This design comes from an exercise in tuning for small area and a short achievable clock period on the open sky130 flow, not from production work.
At most, simulation tests tie the RTL to the original design; equivalence was not proved.
For runs 2 to 4, only the layout was checked, not whether the RTL still works.
Power and IR drop assume default switching activity.

==> config.mk <==
export PLATFORM = sky130hd
export DESIGN_NAME = computation_module
export DESIGN_NICKNAME = computation_module
export VERILOG_FILES = /design/flow/design.v
export SDC_FILE = /design/flow/constraint.sdc
export NUM_CORES = 4
export LEC_CHECK = 0
export ABC_AREA = 1
export CAP_MARGIN = 20
export CORE_MARGIN = 2
export CORE_UTILIZATION = 60
export SLEW_MARGIN = 20
export SYNTH_HIERARCHICAL = 1
==> standard.sh <==
#!/bin/bash
# synth_recipe.tcl (not shown) runs the flow's synth.tcl, then flattens the netlist and writes it again
# the make line also repeats each setting of config.mk as NAME=value (left out here)
make -C /OpenROAD-flow-scripts/flow DESIGN_CONFIG=/design/flow/config.mk WORK_HOME=/design/flow/orfs CLKGATE_MAP_FILE= SYNTH_SCRIPT=/design/flow/synth_recipe.tcl "${@:-finish}"
==> flow/run.sh <==
#!/bin/bash
set -euo pipefail
cd "$(dirname "$0")/.."
bash standard.sh ADDER_MAP_FILE= SETUP_SLACK_MARGIN=5.8 "BUFFER_PORTS_ARGS=-buffer_cell sky130_fd_sc_hd__buf_4" finish > standard_flow.log 2>&1
==> constraint.sdc <==
create_clock -name core_clock -period 11.0 [get_ports {clk}]
set_input_delay 2.2000 -clock core_clock [delete_from_list [all_inputs] [get_ports {clk}]]
set_output_delay 2.2000 -clock core_clock [all_outputs]
set_load 0.01 [all_outputs]
==> design.v <==
module engines(clk, rst, a_1, a_2, a_3, b_1, b_2, b_3, P1_en, P2_en, mux_reset, c_sel, sel_m, Rs, Q, Vs, Vc, T);
  input clk, rst;
  input [7:0] a_1, a_2, a_3;
  input [7:0] b_1, b_2, b_3;
  input [1:0] sel_m;
  input mux_reset, P1_en;
  input [2:0] c_sel;
  input [1:0] P2_en;
  output reg [7:0] Rs, Q, Vs, Vc, T;
  wire e_s = sel_m == 2'b01, e_3 = sel_m == 2'b10, e_2 = sel_m == 2'b11;
  reg [1:0] sd1, sd2, sd3;
  reg [7:0] X11, X12, X13, X21, X22, X23, X31, X32;
  reg [7:0] B11, B12, B13, B21, B22, B23, B31, B32, B33;
  reg [7:0] D11, D12, D21, D22;
  reg [7:0] PPQ, PPS;
  reg [7:0] c0, c1, c2, c3;
  wire g3_1 = sd1 == 2'b10, g2_1 = sd1 == 2'b11;
  wire g3_2 = sd2 == 2'b10, g2_2 = sd2 == 2'b11;
  wire g3_3 = sd3 == 2'b10;
  wire [7:0] BB11 = g3_1 ? B11 : g2_1 ? D11 : 8'd0;
  wire [7:0] BB12 = g3_2 ? B12 : g2_2 ? D12 : 8'd0;
  wire [7:0] BB13 = g3_3 ? B13 : 8'd0;
  wire [7:0] BB21 = g3_1 ? B21 : g2_1 ? D21 : 8'd0;
  wire [7:0] BB22 = g3_2 ? B22 : g2_2 ? D22 : 8'd0;
  wire [7:0] BB23 = g3_3 ? B23 : 8'd0;
  wire [7:0] M11 = X11 * BB11, M12 = X12 * BB12, M13 = X13 * BB13;
  wire [7:0] M21 = X21 * BB21, M22 = X22 * BB22, M23 = X23 * BB23;
  wire [7:0] M3_11 = sd1[0] ? 8'd0 : M11, M2_11 = sd1[0] ? M11 : 8'd0;
  wire [7:0] M3_12 = sd2[0] ? 8'd0 : M12, M2_12 = sd2[0] ? M12 : 8'd0;
  wire [7:0] M3_21 = sd1[0] ? 8'd0 : M21, M2_21 = sd1[0] ? M21 : 8'd0;
  wire [7:0] M3_22 = sd2[0] ? 8'd0 : M22, M2_22 = sd2[0] ? M22 : 8'd0;
  wire [7:0] PPQn = M3_11 + M3_12 + M13;
  wire [7:0] PPSn = M2_11 + M2_12;
  wire [7:0] Qn = PPQ + M3_21 + M3_22 + M23;
  wire [7:0] S = PPS + M2_21 + M2_22;
  wire [7:0] Bn31 = P1_en ? B21 : B31;
  wire [7:0] Bn32 = P1_en ? B22 : B32;
  wire [7:0] Bn33 = P1_en ? B23 : B33;
  wire [7:0] Bn31g = e_3 ? Bn31 : 8'd0;
  wire [7:0] X31g = g3_1 ? X31 : 8'd0;
  wire [7:0] X32g = g3_2 ? X32 : 8'd0;
  wire [7:0] Vsn, Vcn;
  function [15:0] csa;   
    input [7:0] x, y, z;
    csa = {x ^ y ^ z, ((x & y) | (x & z) | (y & z)) << 1};
  endfunction
  wire [7:0] r [0:23];
  genvar g;
  generate for (g = 0; g < 8; g = g + 1) begin: pp
    assign r[g]      = (a_3 & {8{Bn31g[g]}}) << g;
    assign r[g + 8]  = (X31g & {8{Bn32[g]}}) << g;
    assign r[g + 16] = (X32g & {8{Bn33[g]}}) << g;
  end endgenerate
  wire [7:0] l1 [0:15];
  generate for (g = 0; g < 8; g = g + 1) begin: L1
    assign {l1[2*g], l1[2*g+1]} = csa(r[3*g], r[3*g+1], r[3*g+2]);
  end endgenerate
  wire [7:0] l2 [0:10];
  generate for (g = 0; g < 5; g = g + 1) begin: L2
    assign {l2[2*g], l2[2*g+1]} = csa(l1[3*g], l1[3*g+1], l1[3*g+2]);
  end endgenerate
  assign l2[10] = l1[15];
  wire [7:0] l3 [0:7];
  generate for (g = 0; g < 3; g = g + 1) begin: L3
    assign {l3[2*g], l3[2*g+1]} = csa(l2[3*g], l2[3*g+1], l2[3*g+2]);
  end endgenerate
  assign l3[6] = l2[9]; assign l3[7] = l2[10];
  wire [7:0] l4 [0:5];
  generate for (g = 0; g < 2; g = g + 1) begin: L4
    assign {l4[2*g], l4[2*g+1]} = csa(l3[3*g], l3[3*g+1], l3[3*g+2]);
  end endgenerate
  assign l4[4] = l3[6]; assign l4[5] = l3[7];
  wire [7:0] l5 [0:3];
  generate for (g = 0; g < 2; g = g + 1) begin: L5
    assign {l5[2*g], l5[2*g+1]} = csa(l4[3*g], l4[3*g+1], l4[3*g+2]);
  end endgenerate
  wire [7:0] l6a, l6b;
  assign {l6a, l6b} = csa(l5[0], l5[1], l5[2]);
  assign {Vsn, Vcn} = csa(l6a, l6b, l5[3]);
  wire [7:0] b1s = e_s ? b_1 : 8'd0;
  wire [7:0] Rsn = (mux_reset ? 8'd0 : Rs) + a_1 * b1s;
  reg [7:0] slot;
  always @(*) case (c_sel[1:0])
    2'd0: slot = c0; 2'd1: slot = c1; 2'd2: slot = c2; default: slot = c3;
  endcase
  wire [7:0] acc = slot + S;
  always @(posedge clk or posedge rst) begin
    if (rst) begin
      sd1 <= 0; sd2 <= 0; sd3 <= 0;
      X11 <= 0; X12 <= 0; X13 <= 0; X21 <= 0; X22 <= 0; X23 <= 0; X31 <= 0; X32 <= 0;
      B11 <= 0; B12 <= 0; B13 <= 0; B21 <= 0; B22 <= 0; B23 <= 0; B31 <= 0; B32 <= 0; B33 <= 0;
      D11 <= 0; D12 <= 0; D21 <= 0; D22 <= 0;
      PPQ <= 0; PPS <= 0;
      Rs <= 0; Q <= 0; Vs <= 0; Vc <= 0;
      c0 <= 0; c1 <= 0; c2 <= 0; c3 <= 0; T <= 0;
    end else begin
      sd1 <= sel_m; sd2 <= sd1; sd3 <= sd2;
      X11 <= a_1; X12 <= X11; X13 <= X12;
      X21 <= a_2; X22 <= X21; X23 <= X22;
      X31 <= a_3; X32 <= X31;
      if (P1_en) begin
        B11 <= e_3 ? b_1 : 8'd0; B12 <= e_3 ? b_2 : 8'd0; B13 <= e_3 ? b_3 : 8'd0;
        B21 <= B11; B22 <= B12; B23 <= B13;
      end
      B31 <= Bn31; B32 <= Bn32; B33 <= Bn33;
      if (P2_en[0]) begin D11 <= e_2 ? b_1 : 8'd0; D12 <= e_2 ? b_2 : 8'd0; end
      if (P2_en[1]) begin D21 <= D11; D22 <= D12; end
      PPQ <= PPQn; PPS <= PPSn;
      Rs <= Rsn; Q <= Qn; Vs <= Vsn; Vc <= Vcn;
      if (c_sel[2]) begin
        T <= acc;
        case (c_sel[1:0])
          2'd0: c0 <= acc; 2'd1: c1 <= acc; 2'd2: c2 <= acc; default: c3 <= acc;
        endcase
      end else T <= 8'd0;
    end
  end
endmodule
module computation_module(clk, rst, a_1, a_2, a_3, b_1, b_2, b_3, P1_en, P2_en, mux_reset, c_sel, sel_m, out);
  input clk, rst;
  input [7:0] a_1, a_2, a_3;
  input [7:0] b_1, b_2, b_3;
  input [1:0] sel_m;
  input mux_reset, P1_en;
  input [2:0] c_sel;
  input [1:0] P2_en;
  output reg [7:0] out;
  wire [7:0] Rs, Q, Vs, Vc, T;
  engines u_e(clk, rst, a_1, a_2, a_3, b_1, b_2, b_3, P1_en, P2_en, mux_reset, c_sel, sel_m, Rs, Q, Vs, Vc, T);
  function [15:0] csa;   
    input [7:0] x, y, z;
    csa = {x ^ y ^ z, ((x & y) | (x & z) | (y & z)) << 1};
  endfunction
  wire [7:0] os, oc;
  assign {os, oc} = csa(Q, Vs, Vc);
  wire [7:0] o3 = os + oc;
  always @(*) case (sel_m)
    2'b00: out = 8'd0;
    2'b01: out = Rs;
    2'b10: out = o3;
    default: out = T;
  endcase
endmodule
==> flow_summary.toml, run 1 <==
[layout]
final-seq-area_um2 = 6480
multi_input_area_um2 = 14600
nNetsFinal = 3907
diodes = 0
drive_gt1_share_pct = 10.8
fill_cells = 3494
area_growth_pct = 12.7
finalNonFillerCells = 4389
final_cell_area_um2 = 26100

[clock_tree]
root_buffer = "clkbuf_16"
cts_buffers = 31
cts_max_level = 1
cts_tree = "done"
cts_hold_buffers = 0
insertion_delay_ps = 570
cts_sinks = 259
cts.path.max_buffers = 3
cts.clk_slew.worst_paths_ps = 60

[global_routing]
antenna_found_initial = 0
grt_pass1_wl_um = 109000
grt-ovfl-total = 0
grt_use_total_pct = 33.1
grt_max_degree = 155
grt_pass1_vias = 22200

[yosys]
synth_area_leaders = "dfrtp_1 (28%), nand2_1 (20%), inv_1 (9.6%)"
synth_top_cell_by_area = "dfrtp_1"
syn-mean-instance-area_um2 = 6.16
synth_area_um2 = 23200
async_flop_share_pct = 100
synth_flop_cell = "dfrtp_1"
synthTopCellsByCount = "nand2_1 (1220), inv_1 (592), nor2_1 (381)"
synth_warnings = 8
yosysMostFrequentCell = "nand2_1"
synth_cell_types = 63
synth_top_area_share_pct = 27.9
synth_seq_area_share_pct = 27.9
synth_edf_count = 0
synth_seq_cells = 259
postSynthCellCount = 3766

[route]
detail_route.wl_per_cell_um = 15.4
routed-via-count = 23600
drt-initial-drc-count = 1610
avgViaCountPerCell = 5.38
finalWirelength_um = 67800
drt_pre_antenna_iters = 7
drcViolationCount = 0
ant_nets = 0

[pwr]
p_leak_uw = 0.0134
ir_drop_uv = 124
power.density_nw_per_um2 = 137
power_uw = 3580

[worst_setup_path]
slowest_delay_ps = 230
critical_path_peak_fanout = 7
cp_top_family = "simple AND/OR/NAND/NOR gates"
critical_path_arrival_ps = 5640
worst-path-buf-inv = 5
path_common_cell = "nand2_1"
startpoint_type = "input pin"
endpoint_kind = "flop"
critical_path_class = "in -> reg"
cp_slowest_cell = "xnor2_2"
cp.required_ps = 11440

[sta]
slew_headroom_pct = 37.1
fmax_mhz = 192
finalSetupTns_ps = 0
period_share_pct = 47.3
worst_pin_slew_ps = 943
period_minus_slack_ps = 5210
setup_violations = 0
drv_slew = 0
rsz0062_at_grt = "true"
fin_ws_ps = 5790
hold_violations = 0
clock_skew_ps = 15.4

[floorplan]
die_h_um = 201
start_util_pct = 60.4
core_area_um2 = 38400
num_io_pins = 67
dieArea_um2 = 40200
row_count = 72
die_x_um = 201

[place]
port_buffers = 66
dp_cells = 4308
dp_hpwl_um = 52000
dp_slack_ps = 4570
dpl_cell_area_um2 = 24200
gp_congestion = 0.940

[job]
max_cap_violations = 0

[status]
status = "no timing/DRC/antenna violations"

[worst_hold_path]
hp-class = "reg -> reg"
## placed cells by master (no fill, tap or decap), types with 9 or more instances in the layout
cell,n
inv_2,34
o21ai_2,12
nand2_1,1198
inv_1,581
buf_4,83
a22o_1,9
nor2_4,12
nor3_1,10
xnor2_2,10
nand4_1,41
nor2_1,359
nor2_2,24
a21boi_0,9
o21ai_0,186
or2_2,23
nand3b_1,24
xor2_2,9
xnor2_1,90
or2_1,29
o21ai_4,12
a22oi_1,10
o22ai_1,41
o21ai_1,33
a21oi_1,59
nand3_1,314
dfrtp_1,258
clkbuf_16,34
nand2_2,52
nand3_2,31
xor2_1,145
## per-stage QoR
| stage | util, % | hold WS (ps) |
|---|---|---|
| 2_1_floorplan | - | 349 |
| 3_3_place_gp | 63.0 | 358 |
| 3_5_place_dp | 63.0 | 360 |
| 4_1_cts | 66.3 | 373 |
| 5_1_grt | 68.1 | 391 |
| 6_report | 68.1 | 373 |
## logic make-up after synthesis
| group | count (synthesis) | share of synthesized area (%) |
|---|---|---|
| other | 1 | 0.0162 |
| adders and majority gates | 7 | 0.313 |
| xor gates and xnor gates | 255 | 9.66 |
| AOI/OAI and AO/OA | 412 | 10.5 |
| buffers and inverters | 676 | 11.3 |
| DFF | 259 | 27.9 |
| and+or+nand+nor | 2156 | 40.3 |
## Yosys stat by module, one instance, submodules excluded
| module | flops+latches | copies in the design | cells inside |
|---|---|---|---|
| computation_module | 0 | 1 | 179 |
| engines | 259 | 1 | 3587 |
## worst register-to-register path, stage by stage (launching register included)
cell and delay [ps]:
dfrtp_1 360, buf_4 250, inv_8 210, nand2_8 190
o21ai_2 320, inv_1 170, nor2_1 360, inv_1 240
nor2_1 130, inv_1 70, nand2_1 190, nor2_1 110
maj3_1 370, xor2_1 180, or2_1 240, nand2_1 60
nand3_1 80, nand3_1 120, nand2_1 60, nand3_1 120
nand2_1 80, nand3_2 90, nand2_1 70, a21o_1 210
nand2_4 90, nand2_2 110, nor2_1 280
## report_power, final
part	total, uW	internal (uW)	switching (uW)
combinational	1280	451	830
clock	1100	668	429
sequential	1200	1090	110
## per-layer routing
layer	track usage, %	share of wire, %
met1	41.8	43
met2	58.5	48
met3	3.38	4.8
met4	12.8	4.1
met5	0	0
## area by class of cell
class | count | share of cell area, %
multi-input cells | 2833 | 55.8
flip-flops and latches | 259 | 24.8
clock buffers | 39 | 3.12
inverters | 626 | 9.16
clock inverters | 17 | 0.991
well taps | 518 | 2.48
repair buffers | 97 | 3.63
## worst paths after layout
| check | end | slack [ps] | from | depth (start not counted) |
|---|---|---|---|---|
| worst max-delay path | u_e.Vs[5]$_DFF_PP0_ | 5790 | sel_m[0] | 27 |
| worst min-delay path | u_e.X32[0]$_DFF_PP0_ | 370 | u_e.X31[0]$_DFF_PP0_ | 0 |
| worst max register to register | u_e.T[6]$_DFF_PP0_ | 6120 | u_e.sd2[0]$_DFF_PP0_ | 26 |
| worst min register to register | u_e.X32[0]$_DFF_PP0_ | 370 | u_e.X31[0]$_DFF_PP0_ | 0 |
| max in group asynchronous | u_e.T[6]$_DFF_PP0_ | 7830 | rst | 3 |
| min in group asynchronous | u_e.X21[6]$_DFF_PP0_ | 1780 | rst | 2 |
## timing repair
item | CTS | global route
gates cloned | 2 | 3
buffers inserted | 5 | 15
resized for setup | 28 | 122
setup endpoints to repair | 30 | 41
pin swaps | 9 | 45
==> run 2, diff against run 1 <==
--- a/design.v
+++ b/design.v
@@ -1,2 +1,43 @@
+module vlate(a3, b31, x31, b32, x32, b33, s, c);
+  input [7:0] a3, b31, x31, b32, x32, b33;
+  output [7:0] s, c;
+  function [15:0] csa;   
+    input [7:0] x, y, z;
+    csa = {x ^ y ^ z, ((x & y) | (x & z) | (y & z)) << 1};
+  endfunction
+  wire [7:0] r [0:23];
+  genvar g;
+  generate for (g = 0; g < 8; g = g + 1) begin: pp
+    assign r[g]      = (a3  & {8{b31[g]}}) << g;
+    assign r[g + 8]  = (x31 & {8{b32[g]}}) << g;
+    assign r[g + 16] = (x32 & {8{b33[g]}}) << g;
+  end endgenerate
+  wire [7:0] l1 [0:15];
+  generate for (g = 0; g < 8; g = g + 1) begin: L1
+    assign {l1[2*g], l1[2*g+1]} = csa(r[3*g], r[3*g+1], r[3*g+2]);
+  end endgenerate
+  wire [7:0] l2 [0:10];
+  generate for (g = 0; g < 5; g = g + 1) begin: L2
+    assign {l2[2*g], l2[2*g+1]} = csa(l1[3*g], l1[3*g+1], l1[3*g+2]);
+  end endgenerate
+  assign l2[10] = l1[15];
+  wire [7:0] l3 [0:7];
+  generate for (g = 0; g < 3; g = g + 1) begin: L3
+    assign {l3[2*g], l3[2*g+1]} = csa(l2[3*g], l2[3*g+1], l2[3*g+2]);
+  end endgenerate
+  assign l3[6] = l2[9]; assign l3[7] = l2[10];
+  wire [7:0] l4 [0:5];
+  generate for (g = 0; g < 2; g = g + 1) begin: L4
+    assign {l4[2*g], l4[2*g+1]} = csa(l3[3*g], l3[3*g+1], l3[3*g+2]);
+  end endgenerate
+  assign l4[4] = l3[6]; assign l4[5] = l3[7];
+  wire [7:0] l5 [0:3];
+  generate for (g = 0; g < 2; g = g + 1) begin: L5
+    assign {l5[2*g], l5[2*g+1]} = csa(l4[3*g], l4[3*g+1], l4[3*g+2]);
+  end endgenerate
+  wire [7:0] l6a, l6b;
+  assign {l6a, l6b} = csa(l5[0], l5[1], l5[2]);
+  assign {s, c} = csa(l6a, l6b, l5[3]);
+endmodule
 module engines(clk, rst, a_1, a_2, a_3, b_1, b_2, b_3, P1_en, P2_en, mux_reset, c_sel, sel_m, Rs, Q, Vs, Vc, T);
   input clk, rst;
@@ -41,41 +82,5 @@
   wire [7:0] X32g = g3_2 ? X32 : 8'd0;
   wire [7:0] Vsn, Vcn;
-  function [15:0] csa;   
-    input [7:0] x, y, z;
-    csa = {x ^ y ^ z, ((x & y) | (x & z) | (y & z)) << 1};
-  endfunction
-  wire [7:0] r [0:23];
-  genvar g;
-  generate for (g = 0; g < 8; g = g + 1) begin: pp
-    assign r[g]      = (a_3 & {8{Bn31g[g]}}) << g;
-    assign r[g + 8]  = (X31g & {8{Bn32[g]}}) << g;
-    assign r[g + 16] = (X32g & {8{Bn33[g]}}) << g;
-  end endgenerate
-  wire [7:0] l1 [0:15];
-  generate for (g = 0; g < 8; g = g + 1) begin: L1
-    assign {l1[2*g], l1[2*g+1]} = csa(r[3*g], r[3*g+1], r[3*g+2]);
-  end endgenerate
-  wire [7:0] l2 [0:10];
-  generate for (g = 0; g < 5; g = g + 1) begin: L2
-    assign {l2[2*g], l2[2*g+1]} = csa(l1[3*g], l1[3*g+1], l1[3*g+2]);
-  end endgenerate
-  assign l2[10] = l1[15];
-  wire [7:0] l3 [0:7];
-  generate for (g = 0; g < 3; g = g + 1) begin: L3
-    assign {l3[2*g], l3[2*g+1]} = csa(l2[3*g], l2[3*g+1], l2[3*g+2]);
-  end endgenerate
-  assign l3[6] = l2[9]; assign l3[7] = l2[10];
-  wire [7:0] l4 [0:5];
-  generate for (g = 0; g < 2; g = g + 1) begin: L4
-    assign {l4[2*g], l4[2*g+1]} = csa(l3[3*g], l3[3*g+1], l3[3*g+2]);
-  end endgenerate
-  assign l4[4] = l3[6]; assign l4[5] = l3[7];
-  wire [7:0] l5 [0:3];
-  generate for (g = 0; g < 2; g = g + 1) begin: L5
-    assign {l5[2*g], l5[2*g+1]} = csa(l4[3*g], l4[3*g+1], l4[3*g+2]);
-  end endgenerate
-  wire [7:0] l6a, l6b;
-  assign {l6a, l6b} = csa(l5[0], l5[1], l5[2]);
-  assign {Vsn, Vcn} = csa(l6a, l6b, l5[3]);
+  vlate u_v(a_3, Bn31g, X31g, Bn32, X32g, Bn33, Vsn, Vcn);
   wire [7:0] b1s = e_s ? b_1 : 8'd0;
   wire [7:0] Rsn = (mux_reset ? 8'd0 : Rs) + a_1 * b1s;
==> flow/run.sh (replaced) <==
#!/bin/bash
set -euo pipefail
cd "$(dirname "$0")/.."
bash standard.sh ADDER_MAP_FILE= SETUP_SLACK_MARGIN=5.6 "BUFFER_PORTS_ARGS=-buffer_cell sky130_fd_sc_hd__buf_4" finish > standard_flow.log 2>&1
==> flow_summary.toml, run 2 <==
[worst_setup_path]
critPathLaunch = "sel_m[1]"
path_cells = "buf_6 > inv_2 > nor2_4 > nand2_1 > o211ai_1 > buf_4"
reg2reg_slack_ps = 6070
critical_path_class = "in -> out"
critical_path_peak_fanout = 6
startpoint_type = "input pin"
r2r-start = "u_e.sd1[0]$_DFF_PP0_"
critical_path_arrival_ps = 3140
cp.required_ps = 8800
endpoint_kind = "primary output"
cp_slowest_cell = "o211ai_1"
slowest_delay_ps = 320

[sta]
rsz0062_at_grt = "true"
period_share_pct = 48.5
hold_violations = 0
setup_violations = 0
clock_skew_ps = 17.2
fmax_mhz = 187
slew_headroom_pct = 39.9
drv_slew = 0
finalSetupTns_ps = 0
holdWs_ps = 373
worst_pin_slew_ps = 902
period_minus_slack_ps = 5340

[yosys]
synth_flop_cell = "dfrtp_1"
synth_top_cell_by_area = "dfrtp_1"
synth_cell_types = 61
async_flop_share_pct = 100
synthTopCellsByCount = "nand2_1 (1512), inv_1 (572), nand3_1 (418)"
yosysMostFrequentCell = "nand2_1"
postSynthCellCount = 4079
synth_edf_count = 0
synth_area_leaders = "dfrtp_1 (27%), nand2_1 (23%), inv_1 (8.8%)"
synth_seq_area_share_pct = 26.7
syn-mean-instance-area_um2 = 6.01
synth_area_um2 = 24500
synth_warnings = 9
synth_top_area_share_pct = 26.7
synth_seq_cells = 262

[clock_tree]
cts.path.max_buffers = 3
cts_max_level = 2
cts.clk_slew.worst_paths_ps = 50
cts_sinks = 262
cts_buffers = 34
cts_hold_buffers = 0
cts_tree = "done"
root_buffer = "clkbuf_16"
insertion_delay_ps = 550

[worst_hold_path]
hp-start = "u_e.X21[7]$_DFF_PP0_"
hp-class = "reg -> reg"

[layout]
final_cell_mix = "nand2_1 (1510), inv_1 (569), nand3_1 (417)"
area_growth_pct = 9.82
drive_gt1_share_pct = 10.7
diodes = 0
multi_input_area_um2 = 15400
fill_cells = 3939
layout_commonest_cell = "nand2_1"
final-seq-area_um2 = 6560
nNetsFinal = 4193

[global_routing]
grt_pass1_vias = 22400
grt_use_total_pct = 32.3
antenna_found_initial = 0
grt_max_degree = 95
grt_pass1_wl_um = 109000
grt-ovfl-total = 0

[floorplan]
row_count = 74
core_area_um2 = 40600
dieArea_um2 = 42500
die_x_um = 206
die_h_um = 206
num_io_pins = 67
start_util_pct = 60.4

[pwr]
p_comb_share_pct = 30.5
p_sw_uw = 1270
power.density_nw_per_um2 = 130
clkPwrFrac_pct = 35.8
p_int_uw = 2240
switching_share_pct = 36.2
ir_drop_uv = 86.5
p_seq_share_pct = 33.7
p_leak_uw = 0.0145

[place]
gp_congestion = 0.927
dp_hpwl_um = 52700
port_buffers = 66

[route]
ant_nets = 0
drt-initial-drc-count = 1610
finalWirelength_um = 66900
avgViaCountPerCell = 5.22
drcViolationCount = 0
detail_route.wl_per_cell_um = 14.3
routed-via-count = 24500
drt_pre_antenna_iters = 5

[job]
max_cap_violations = 0

[status]
status = "no timing/DRC/antenna violations"
==> run 2: power by group through the flow <==
stage,Combinational [uW],Sequential [uW],Clock [uW]
floorplan,795,1160,0
global placement,1030,1190,0
detailed placement,1040,1190,0
CTS,1060,1180,1270
global route,1230,1190,1310
finish,1070,1180,1260
==> run 2: worst paths after layout <==
check,to,cells past startpoint
setup / recovery,out[3],6
hold / removal,u_e.X22[7]$_DFF_PP0_,0
setup reg to reg,u_e.T[6]$_DFF_PP0_,30
hold reg to reg,u_e.X22[7]$_DFF_PP0_,0
max in group asynchronous,u_e.sd1[1]$_DFF_PP0_,4
min in group asynchronous,u_e.X31[7]$_DFF_PP0_,2
==> run 2: per-module statistics from Yosys (local to each module, per instance) <==
module | cell area [um2] | cells
vlate | 4250 | 904
computation_module | 853 | 179
engines | 19400 | 2996
==> run 2: area by class of cell <==
cell class                 instances  area share [%]
clock buffer                      41            3.44
clock inverter                    21            1.29
inverter                         621            8.70
multi-input combinational       3135            57.4
sequential                       262            24.4
tap                              532            2.47
timing repair buffer              80            2.35
==> run 2: repair_timing <==
action / in CTS / in global routing
endpoints found under the setup margin: 19 / 40
setup buffers: 0 / 4
pin swaps: 0 / 3
gates resized for setup: 16 / 40
==> run 2: routing by layer <==
metal	global-route usage, %	share of wire [%]	wire length, um
met1	41.2	45	29800
met2	55.9	47	31600
met3	3.94	4.2	2820
met4	12.8	4.1	2710
met5	0	0	0
==> run 2: logic make-up (layout without fill, tap and decap cells) <==
group / Yosys count / in the layout / share of synthesized area, %
buffers and inverters: 684 / 763 / 10.8
DFF: 262 / 262 / 26.7
other: 1 / 3 / 0.0153
AOI/OAI and AO/OA: 388 / 388 / 9.27
xor gates and xnor gates: 190 / 190 / 6.97
adders and majority gates: 2 / 2 / 0.0817
and+or+nand+nor: 2552 / 2552 / 46.1
==> run 2: critical path: cells and delay by family <==
family | cells | cell delay (ps)
and+or+nand+nor | 2 | 250
buffers and inverters | 3 | 370
AOI/OAI and AO/OA | 1 | 320
==> run 2: through the flow <==
stage | utilization [%] | total power [uW] | cell area (um2) | instances | setup WS (ps)
after floorplan | - | 1950 | 24500 | 4081 | 5340
after CTS | 66.0 | 3510 | 26700 | 4688 | 5570
after global routing | 66.4 | 3730 | 26900 | 4692 | 5570
final | 66.4 | 3500 | 26900 | 4692 | 5660
after global placement | 62.7 | 2220 | 25400 | 4626 | 4620
after detailed placement | 62.7 | 2230 | 25400 | 4626 | 4470
==> run 3, diff against run 2 <==
--- a/design.v
+++ b/design.v
@@ -1,43 +1,2 @@
-module vlate(a3, b31, x31, b32, x32, b33, s, c);
-  input [7:0] a3, b31, x31, b32, x32, b33;
-  output [7:0] s, c;
-  function [15:0] csa;   
-    input [7:0] x, y, z;
-    csa = {x ^ y ^ z, ((x & y) | (x & z) | (y & z)) << 1};
-  endfunction
-  wire [7:0] r [0:23];
-  genvar g;
-  generate for (g = 0; g < 8; g = g + 1) begin: pp
-    assign r[g]      = (a3  & {8{b31[g]}}) << g;
-    assign r[g + 8]  = (x31 & {8{b32[g]}}) << g;
-    assign r[g + 16] = (x32 & {8{b33[g]}}) << g;
-  end endgenerate
-  wire [7:0] l1 [0:15];
-  generate for (g = 0; g < 8; g = g + 1) begin: L1
-    assign {l1[2*g], l1[2*g+1]} = csa(r[3*g], r[3*g+1], r[3*g+2]);
-  end endgenerate
-  wire [7:0] l2 [0:10];
-  generate for (g = 0; g < 5; g = g + 1) begin: L2
-    assign {l2[2*g], l2[2*g+1]} = csa(l1[3*g], l1[3*g+1], l1[3*g+2]);
-  end endgenerate
-  assign l2[10] = l1[15];
-  wire [7:0] l3 [0:7];
-  generate for (g = 0; g < 3; g = g + 1) begin: L3
-    assign {l3[2*g], l3[2*g+1]} = csa(l2[3*g], l2[3*g+1], l2[3*g+2]);
-  end endgenerate
-  assign l3[6] = l2[9]; assign l3[7] = l2[10];
-  wire [7:0] l4 [0:5];
-  generate for (g = 0; g < 2; g = g + 1) begin: L4
-    assign {l4[2*g], l4[2*g+1]} = csa(l3[3*g], l3[3*g+1], l3[3*g+2]);
-  end endgenerate
-  assign l4[4] = l3[6]; assign l4[5] = l3[7];
-  wire [7:0] l5 [0:3];
-  generate for (g = 0; g < 2; g = g + 1) begin: L5
-    assign {l5[2*g], l5[2*g+1]} = csa(l4[3*g], l4[3*g+1], l4[3*g+2]);
-  end endgenerate
-  wire [7:0] l6a, l6b;
-  assign {l6a, l6b} = csa(l5[0], l5[1], l5[2]);
-  assign {s, c} = csa(l6a, l6b, l5[3]);
-endmodule
 module engines(clk, rst, a_1, a_2, a_3, b_1, b_2, b_3, P1_en, P2_en, mux_reset, c_sel, sel_m, Rs, Q, Vs, Vc, T);
   input clk, rst;
@@ -82,5 +41,41 @@
   wire [7:0] X32g = g3_2 ? X32 : 8'd0;
   wire [7:0] Vsn, Vcn;
-  vlate u_v(a_3, Bn31g, X31g, Bn32, X32g, Bn33, Vsn, Vcn);
+  function [15:0] csa;   
+    input [7:0] x, y, z;
+    csa = {x ^ y ^ z, ((x & y) | (x & z) | (y & z)) << 1};
+  endfunction
+  wire [7:0] r [0:23];
+  genvar g;
+  generate for (g = 0; g < 8; g = g + 1) begin: pp
+    assign r[g]      = (a_3 & {8{Bn31g[g]}}) << g;
+    assign r[g + 8]  = (X31g & {8{Bn32[g]}}) << g;
+    assign r[g + 16] = (X32g & {8{Bn33[g]}}) << g;
+  end endgenerate
+  wire [7:0] l1 [0:15];
+  generate for (g = 0; g < 8; g = g + 1) begin: L1
+    assign {l1[2*g], l1[2*g+1]} = csa(r[3*g], r[3*g+1], r[3*g+2]);
+  end endgenerate
+  wire [7:0] l2 [0:10];
+  generate for (g = 0; g < 5; g = g + 1) begin: L2
+    assign {l2[2*g], l2[2*g+1]} = csa(l1[3*g], l1[3*g+1], l1[3*g+2]);
+  end endgenerate
+  assign l2[10] = l1[15];
+  wire [7:0] l3 [0:7];
+  generate for (g = 0; g < 3; g = g + 1) begin: L3
+    assign {l3[2*g], l3[2*g+1]} = csa(l2[3*g], l2[3*g+1], l2[3*g+2]);
+  end endgenerate
+  assign l3[6] = l2[9]; assign l3[7] = l2[10];
+  wire [7:0] l4 [0:5];
+  generate for (g = 0; g < 2; g = g + 1) begin: L4
+    assign {l4[2*g], l4[2*g+1]} = csa(l3[3*g], l3[3*g+1], l3[3*g+2]);
+  end endgenerate
+  assign l4[4] = l3[6]; assign l4[5] = l3[7];
+  wire [7:0] l5 [0:3];
+  generate for (g = 0; g < 2; g = g + 1) begin: L5
+    assign {l5[2*g], l5[2*g+1]} = csa(l4[3*g], l4[3*g+1], l4[3*g+2]);
+  end endgenerate
+  wire [7:0] l6a, l6b;
+  assign {l6a, l6b} = csa(l5[0], l5[1], l5[2]);
+  assign {Vsn, Vcn} = csa(l6a, l6b, l5[3]);
   wire [7:0] b1s = e_s ? b_1 : 8'd0;
   wire [7:0] Rsn = (mux_reset ? 8'd0 : Rs) + a_1 * b1s;
@@ -140,9 +135,17 @@
   assign {os, oc} = csa(Q, Vs, Vc);
   wire [7:0] o3 = os + oc;
-  always @(*) case (sel_m)
-    2'b00: out = 8'd0;
-    2'b01: out = Rs;
-    2'b10: out = o3;
-    default: out = T;
+  wire [7:0] o;
+  outmux u_o(sel_m, Rs, o3, T, o);
+  always @(*) out = o;
+endmodule
+module outmux(s, r, p, t, o);
+  input [1:0] s;
+  input [7:0] r, p, t;
+  output reg [7:0] o;
+  always @(*) case (s)
+    2'b00: o = 8'd0;
+    2'b01: o = r;
+    2'b10: o = p;
+    default: o = t;
   endcase
 endmodule
==> flow_summary.toml, run 3 <==
[status]
status = "no timing/DRC/antenna violations"

[layout]
final_cell_mix = "nand2_1 (1166), inv_1 (585), nor2_1 (375)"
drive_gt1_share_pct = 10.4
diodes = 0
fill_cells = 3589
layout_commonest_cell = "nand2_1"
final_util_pct = 67.0
area_growth_pct = 10.4
nNetsFinal = 3910
final_cell_area_um2 = 25800

[route]
met1_length_um = 28900
drt-initial-drc-count = 1630
finalWirelength_um = 66800
routed-wl-met3_um = 3000
ant_nets = 0
drt_pre_antenna_iters = 8
avgViaCountPerCell = 5.35
wl_met2_um = 31600
detail_route.wl_per_cell_um = 15.2
top_layer_used = "met5"
routed-via-count = 23500
drcViolationCount = 0

[worst_hold_path]
holdPathEnd = "u_e.X23[5]$_DFF_PP0_"
hp-class = "reg -> reg"
hp-start = "u_e.X22[5]$_DFF_PP0_"
hold_depth = 0

[sta]
finalSetupTns_ps = 0
rsz0062_at_grt = "true"
setup_violations = 0
hold_violations = 0
period_minus_slack_ps = 5290
worst_pin_slew_ps = 901
fmax_mhz = 189
clock_skew_ps = 67.2
period_share_pct = 48.1
slew_headroom_pct = 39.9
drv_slew = 0
holdWs_ps = 369

[yosys]
synth_area_leaders = "dfrtp_1 (28%), nand2_1 (19%), inv_1 (9.5%)"
synth_seq_cells = 259
async_flop_share_pct = 100
yosys.area_share.adder_pct = 0.262
syn-mean-instance-area_um2 = 6.19
synth_seq_area_share_pct = 27.7
synth_cell_types = 64
synth_warnings = 9
synth.area.mux_share_pct = 0
synthTopCellsByCount = "nand2_1 (1177), inv_1 (591), nor2_1 (383)"
synth-xor-area-share_pct = 9.22
synth_area_um2 = 23400
yosysMostFrequentCell = "nand2_1"
postSynthCellCount = 3778
synth_top_family_by_area = "simple AND/OR/NAND/NOR gates"
synth_compound_area_share_pct = 10.5
synth_edf_count = 0
synthSimpleGateAreaFrac_pct = 40.7
synth_flop_cell = "dfrtp_1"
synth_top_area_share_pct = 27.7
synth_top_cell_by_area = "dfrtp_1"

[worst_setup_path]
endpoint_kind = "flop"
slowest_delay_ps = 260
cp_slowest_cell = "or2_1"
critical_path_peak_fanout = 7
path_common_cell = "nand2_2"
r2r-start = "u_e.sd1[0]$_DFF_PP0_"
reg2reg_slack_ps = 6060
crit-reg2reg-capture = "u_e.T[7]$_DFF_PP0_"
critical_path_class = "in -> reg"
cp.required_ps = 11530
startpoint_type = "input pin"
r2r_cells = 31
critical_path_arrival_ps = 5820

[pwr]
p_leak_uw = 0.0133
ir_drop_uv = 132
power.density_nw_per_um2 = 136

[global_routing]
grt_max_degree = 189
grt_use_total_pct = 32.7
grt_pass1_vias = 22200
grt_pass1_wl_um = 108000
grt-ovfl-total = 0
antenna_found_initial = 2

[clock_tree]
cts_sinks = 259
insertion_delay_ps = 620
cts_tree = "done"
cts_buffers = 30
cts_max_level = 1
cts.path.max_buffers = 3
root_buffer = "clkbuf_16"
cts.clk_slew.worst_paths_ps = 70

[floorplan]
die_x_um = 201
row_count = 72
start_util_pct = 60.7
num_io_pins = 67
die_h_um = 201
dieArea_um2 = 40600
core_area_um2 = 38600

[place]
port_buffers = 66
dpl_cell_area_um2 = 24300
dp_hpwl_um = 51600
gp_congestion = 0.947

[job]
max_cap_violations = 0
==> run 3: routing by layer <==
layer	vias to the layer above	GRT usage, %
met5	-	0
met4	2	15.6
met3	166	3.40
met2	638	56.2
met1	10800	41.3
li1	12000	-
==> run 3: final cells by class <==
cell class	instances	area [um2]	area share (%)
Clock buffer	40	838	3.25
Clock inverter	15	198	0.765
Inverter	630	2410	9.32
Multi-Input combinational cell	2837	14400	55.9
Sequential cell	259	6480	25.1
Tap cell	518	648	2.51
Timing Repair Buffer	93	825	3.19
==> run 3: cell families after synthesis <==
group | Yosys count
DFF | 259
other | 1
xor gates and xnor gates | 242
adders and majority gates | 6
buffers and inverters | 685
and+or+nand+nor | 2160
AOI/OAI and AO/OA | 425
==> run 3: worst max path at each step <==
| stage | endpoint | slack [ps] | startpoint | cells past startpoint |
|---|---|---|---|---|
| CTS | u_e.Vs[4]$_DFF_PP0_ | 5560 | sel_m[1] | 30 |
| floorplan | u_e.B11[0]$_DFFE_PP0P_ | 5390 | rst | 1 |
| detailed placement | u_e.Vs[4]$_DFF_PP0_ | 4400 | sel_m[1] | 29 |
| global route | u_e.Vs[4]$_DFF_PP0_ | 5420 | sel_m[1] | 29 |
| global placement | u_e.Vs[4]$_DFF_PP0_ | 4500 | sel_m[1] | 31 |
| finish | u_e.Vs[4]$_DFF_PP0_ | 5710 | sel_m[1] | 31 |
==> run 3: Yosys stat by module, one instance, submodules excluded <==
module,flip-flops and latches,copies in the design,cell area [um2]
engines,259,1,22500
computation_module,0,1,652
outmux,0,1,250
==> run 3: critical path: cells and delay by family <==
| family | cells | cell delay, ps |
|---|---|---|
| AOI/OAI and AO/OA | 1 | 60 |
| buffers and inverters | 9 | 700 |
| xor gates and xnor gates | 7 | 1140 |
| and+or+nand+nor | 14 | 1680 |
==> run 3: what timing repair did <==
action	4_1_cts	5_1_grt
gates resized for setup	8	80
pin swaps	2	34
buffers inserted	4	15
setup endpoints to repair	14	29
cloned	1	2
hold buffers	0	0
==> run 3: where the power goes <==
| group | switching (uW) | internal [uW] | total (uW) |
|---|---|---|---|
| sequential | 121 | 1090 | 1210 |
| combinational | 823 | 433 | 1260 |
| clock | 441 | 610 | 1050 |
| total | 1380 | 2130 | 3520 |
==> run 3: stage by stage <==
stage          worst slack (ps)  std cells  power (uW)
6_report                   5710       4392        3520
5_1_grt                    5420       4392        3730
4_1_cts                    5560       4374        3480
3_5_place_dp               4400       4314        2420
3_3_place_gp               4500       4314        2380
2_1_floorplan              5390       3780        2080
==> run 4, diff against run 3 <==
--- a/design.v
+++ b/design.v
@@ -13,4 +13,5 @@
   reg [7:0] B11, B12, B13, B21, B22, B23, B31, B32, B33;
   reg [7:0] D11, D12, D21, D22;
+  reg t1, t2, t3, u1, u2;
   reg [7:0] PPQ, PPS;
   reg [7:0] c0, c1, c2, c3;
@@ -18,10 +19,10 @@
   wire g3_2 = sd2 == 2'b10, g2_2 = sd2 == 2'b11;
   wire g3_3 = sd3 == 2'b10;
-  wire [7:0] BB11 = g3_1 ? B11 : g2_1 ? D11 : 8'd0;
-  wire [7:0] BB12 = g3_2 ? B12 : g2_2 ? D12 : 8'd0;
-  wire [7:0] BB13 = g3_3 ? B13 : 8'd0;
-  wire [7:0] BB21 = g3_1 ? B21 : g2_1 ? D21 : 8'd0;
-  wire [7:0] BB22 = g3_2 ? B22 : g2_2 ? D22 : 8'd0;
-  wire [7:0] BB23 = g3_3 ? B23 : 8'd0;
+  wire [7:0] BB11 = g3_1 & t1 ? B11 : g2_1 & u1 ? D11 : 8'd0;
+  wire [7:0] BB12 = g3_2 & t1 ? B12 : g2_2 & u1 ? D12 : 8'd0;
+  wire [7:0] BB13 = g3_3 & t1 ? B13 : 8'd0;
+  wire [7:0] BB21 = g3_1 & t2 ? B21 : g2_1 & u2 ? D21 : 8'd0;
+  wire [7:0] BB22 = g3_2 & t2 ? B22 : g2_2 & u2 ? D22 : 8'd0;
+  wire [7:0] BB23 = g3_3 & t2 ? B23 : 8'd0;
   wire [7:0] M11 = X11 * BB11, M12 = X12 * BB12, M13 = X13 * BB13;
   wire [7:0] M21 = X21 * BB21, M22 = X22 * BB22, M23 = X23 * BB23;
@@ -34,8 +35,8 @@
   wire [7:0] Qn = PPQ + M3_21 + M3_22 + M23;
   wire [7:0] S = PPS + M2_21 + M2_22;
-  wire [7:0] Bn31 = P1_en ? B21 : B31;
-  wire [7:0] Bn32 = P1_en ? B22 : B32;
-  wire [7:0] Bn33 = P1_en ? B23 : B33;
-  wire [7:0] Bn31g = e_3 ? Bn31 : 8'd0;
+  wire n2 = P1_en & t2, n3 = ~P1_en & t3;
+  wire [7:0] Bn32 = n2 ? B22 : n3 ? B32 : 8'd0;
+  wire [7:0] Bn33 = n2 ? B23 : n3 ? B33 : 8'd0;
+  wire [7:0] Bn31g = e_3 & n2 ? B21 : e_3 & n3 ? B31 : 8'd0;
   wire [7:0] X31g = g3_1 ? X31 : 8'd0;
   wire [7:0] X32g = g3_2 ? X32 : 8'd0;
@@ -91,4 +92,5 @@
       B11 <= 0; B12 <= 0; B13 <= 0; B21 <= 0; B22 <= 0; B23 <= 0; B31 <= 0; B32 <= 0; B33 <= 0;
       D11 <= 0; D12 <= 0; D21 <= 0; D22 <= 0;
+      t1 <= 0; t2 <= 0; t3 <= 0; u1 <= 0; u2 <= 0;
       PPQ <= 0; PPS <= 0;
       Rs <= 0; Q <= 0; Vs <= 0; Vc <= 0;
@@ -100,10 +102,10 @@
       X31 <= a_3; X32 <= X31;
       if (P1_en) begin
-        B11 <= e_3 ? b_1 : 8'd0; B12 <= e_3 ? b_2 : 8'd0; B13 <= e_3 ? b_3 : 8'd0;
-        B21 <= B11; B22 <= B12; B23 <= B13;
+        B11 <= b_1; B12 <= b_2; B13 <= b_3; t1 <= e_3;
+        B21 <= B11; B22 <= B12; B23 <= B13; t2 <= t1;
+        B31 <= B21; B32 <= B22; B33 <= B23; t3 <= t2;
       end
-      B31 <= Bn31; B32 <= Bn32; B33 <= Bn33;
-      if (P2_en[0]) begin D11 <= e_2 ? b_1 : 8'd0; D12 <= e_2 ? b_2 : 8'd0; end
-      if (P2_en[1]) begin D21 <= D11; D22 <= D12; end
+      if (P2_en[0]) begin D11 <= b_1; D12 <= b_2; u1 <= e_2; end
+      if (P2_en[1]) begin D21 <= D11; D22 <= D12; u2 <= u1; end
       PPQ <= PPQn; PPS <= PPSn;
       Rs <= Rsn; Q <= Qn; Vs <= Vsn; Vc <= Vcn;
==> flow_summary.toml, run 4 <==
[worst_setup_path]
path_common_cell = "nand2_2"
critical_path_peak_fanout = 7
endpoint_kind = "flop"
r2r_cells = 21
critical_path_arrival_ps = 5850
startpoint_type = "input pin"
critical_path_class = "in -> reg"
cp.required_ps = 11490
slowest_delay_ps = 260
cp_slowest_cell = "xor2_2"

[layout]
layout_commonest_cell = "nand2_1"
nNetsFinal = 3978
area_growth_pct = 11.6
diodes = 0
final_cell_mix = "nand2_1 (1337), inv_1 (535), nor2_1 (359)"
multi_input_area_um2 = 14800
final-seq-area_um2 = 6610
fill_cells = 3368
drive_gt1_share_pct = 9.21

[floorplan]
die_h_um = 202
die_x_um = 202
start_util_pct = 60.8
dieArea_um2 = 40800
row_count = 72
core_area_um2 = 38600
num_io_pins = 67

[route]
drt_pre_antenna_iters = 6
ant_nets = 0
drt-initial-drc-count = 2139
finalWirelength_um = 70800
avgViaCountPerCell = 5.48
routed-via-count = 24400
drcViolationCount = 0
detail_route.wl_per_cell_um = 15.9

[worst_hold_path]
hp-class = "reg -> reg"
hold_depth = 0

[sta]
rsz0062_at_grt = "true"
worst_pin_slew_ps = 1040
slew_headroom_pct = 30.9
finalSetupTns_ps = 0
holdWs_ps = 377
hold_violations = 0
period_share_pct = 48.8
fmax_mhz = 186
period_minus_slack_ps = 5360
drv_slew = 0
clock_skew_ps = 19.1
setup_violations = 0

[clock_tree]
cts_max_level = 1
cts_tree = "done"
root_buffer = "clkbuf_16"
cts.clk_slew.worst_paths_ps = 70
insertion_delay_ps = 590
cts.path.max_buffers = 3
cts_buffers = 30
cts_sinks = 264

[job]
max_cap_violations = 0

[yosys]
synth_top_area_share_pct = 28.1
synth_seq_cells = 264
yosysMostFrequentCell = "nand2_1"
synth_top_cell_by_area = "dfrtp_1"
synth_seq_area_share_pct = 28.1
synth_area_um2 = 23500
synth_area_leaders = "dfrtp_1 (28%), nand2_1 (22%), inv_1 (8.7%)"
synth_edf_count = 0
synthTopCellsByCount = "nand2_1 (1360), inv_1 (542), nor2_1 (368)"
async_flop_share_pct = 100
synth_cell_types = 62
postSynthCellCount = 3840
synth_warnings = 9
synth_flop_cell = "dfrtp_1"
syn-mean-instance-area_um2 = 6.12

[pwr]
power.density_nw_per_um2 = 122
ir_drop_uv = 129
p_leak_uw = 0.0134

[global_routing]
grt_use_total_pct = 34.1
grt-ovfl-total = 0
grt_pass1_wl_um = 113000
grt_max_degree = 76
grt_util_met2_pct = 58.1
gr-usage-met1_pct = 43.5
grtUsageMet3_pct = 4.69
top_usage_layer = "met2"
antenna_found_initial = 0
grt_pass1_vias = 22800

[place]
gp_congestion = 0.944
port_buffers = 66
dp_hpwl_um = 54400

[status]
status = "no timing/DRC/antenna violations"
-- run 4: changes by cell type in the layout (fill, tap and decap cells not counted), moves of 13 or more --
| cell | delta |
|---|---|
| nand2_1 | +171 |
| inv_1 | -50 |
| nand3_1 | -25 |
| o21ai_0 | +18 |
| nand3_2 | -16 |
| nand4_1 | +16 |
| nor2_1 | -16 |
| inv_2 | -13 |
-- run 4: final timing paths --
path                                      start                     end  slack, ps
max                                       P1_en     u_e.Vs[6]$_DFF_PP0_       5640
min                        u_e.X31[0]$_DFF_PP0_    u_e.X32[0]$_DFF_PP0_        380
max reg2reg                u_e.sd2[0]$_DFF_PP0_    u_e.PPS[6]$_DFF_PP0_       5930
min reg2reg                u_e.X31[0]$_DFF_PP0_    u_e.X32[0]$_DFF_PP0_        380
max in group asynchronous                   rst   u_e.c0[6]$_DFFE_PP0P_       7380
min in group asynchronous                   rst  u_e.D11[5]$_DFFE_PP0P_       1520
-- run 4: repair_timing --
item,4_1_cts,5_1_grt
hold buffers,0,0
cloned,4,4
setup buffers,4,21
pin swaps,6,42
setup endpoints to repair,13,28
resized for setup,32,79
-- run 4: cell type report --
| class | instances | area share, % |
|---|---|---|
| Clock buffer | 35 | 3.05 |
| Clock inverter | 21 | 0.963 |
| Inverter | 569 | 8.39 |
| Multi-Input combinational cell | 2950 | 56.3 |
| Sequential cell | 264 | 25.2 |
| Tap cell | 518 | 2.47 |
| Timing Repair Buffer | 103 | 3.64 |
| Timing Repair inverter | 1 | 0.0334 |
-- run 4: per-module statistics from Yosys (local to each module, per instance) --
| module | times used | flip-flops and latches | area [um2] |
|---|---|---|---|
| engines | 1 | 264 | 22600 |
| computation_module | 1 | 0 | 652 |
| outmux | 1 | 0 | 250 |
-- run 4: layer usage --
layer  wire [um]  up-vias  part of all wire (%)
met2       33000      831                    47
met1       29700    11200                    42
met3        4880      188                   6.9
li1            -    12200                     -
met5           0        -                     0
met4        3300        0                   4.7
-- run 4: critical path, delay by kind of cell --
family | cells | cell delay [ps]
simple gates | 13 | 1550
xor+xnor | 7 | 1220
compound gates | 2 | 210
buf+inv | 7 | 660
-- run 4: through the flow --
stage / cells / worst slack [ps] / instance area [um2] / total power (uW) / utilization [%]
after floorplan: 3842 / 5320 / 23500 / 1830 / -
after global placement: 4372 / 3910 / 24300 / 2060 / 63.0
after detailed placement: 4372 / 3750 / 24300 / 2100 / 63.0
after CTS: 4436 / 5570 / 25700 / 3170 / 66.4
after global routing: 4461 / 5350 / 26200 / 3390 / 67.9
final: 4461 / 5640 / 26200 / 3210 / 67.9
-- run 4: where the power goes --
group	total [uW]	switching (uW)	internal [uW]
Sequential	1210	109	1110
Clock	1070	448	621
Combinational	930	620	311
Total	3210	1180	2040
-- run 4: cells by family after synthesis --
logic type,Yosys count,share of synthesized area [%]
adder cells (fa/ha/maj),2,0.0852
XOR/XNOR,248,9.43
multiplexers,4,0.192
flip-flops,264,28.1
AND/OR/NAND/NOR,2278,41.3
other,1,0.0160
buffers and inverters,630,10.7
AO/OA/AOI/OAI,413,10.2

## static timing again, ports no longer ideal
Ports are ideal in the flow. The routed layouts listed here were re-timed in OpenROAD.
Step 1, drivers: a clkbuf_16 drives clk and a buf_2 each remaining input, both assumed.
Step 2 times the ports against the registers' clock, not the clock port: input delays grow and output delays shrink by t, the midpoint of the rising clock arrivals with the driver on.
Three values: ideal ports, drivers, drivers and shift; two values: the first two.
run | t (ns) | slack for setup (ns) | pins driven straight from the clock port
run 1 | 0.615 | 5.795 / 5.689 / 5.073 | 1
run 2 | 0.595 | 5.665 / 5.627 / 5.383 | 1
run 3 | 0.649 | 5.710 / 5.639 / 4.990 | 1
run 4 | 0.643 | 5.637 / 5.511 / 4.868 | 1
After both steps setup and hold are still met in every run listed. The setup slack of run 4, which loses most, moves by -0.126 ns with the drivers and by -0.769 ns with both steps.
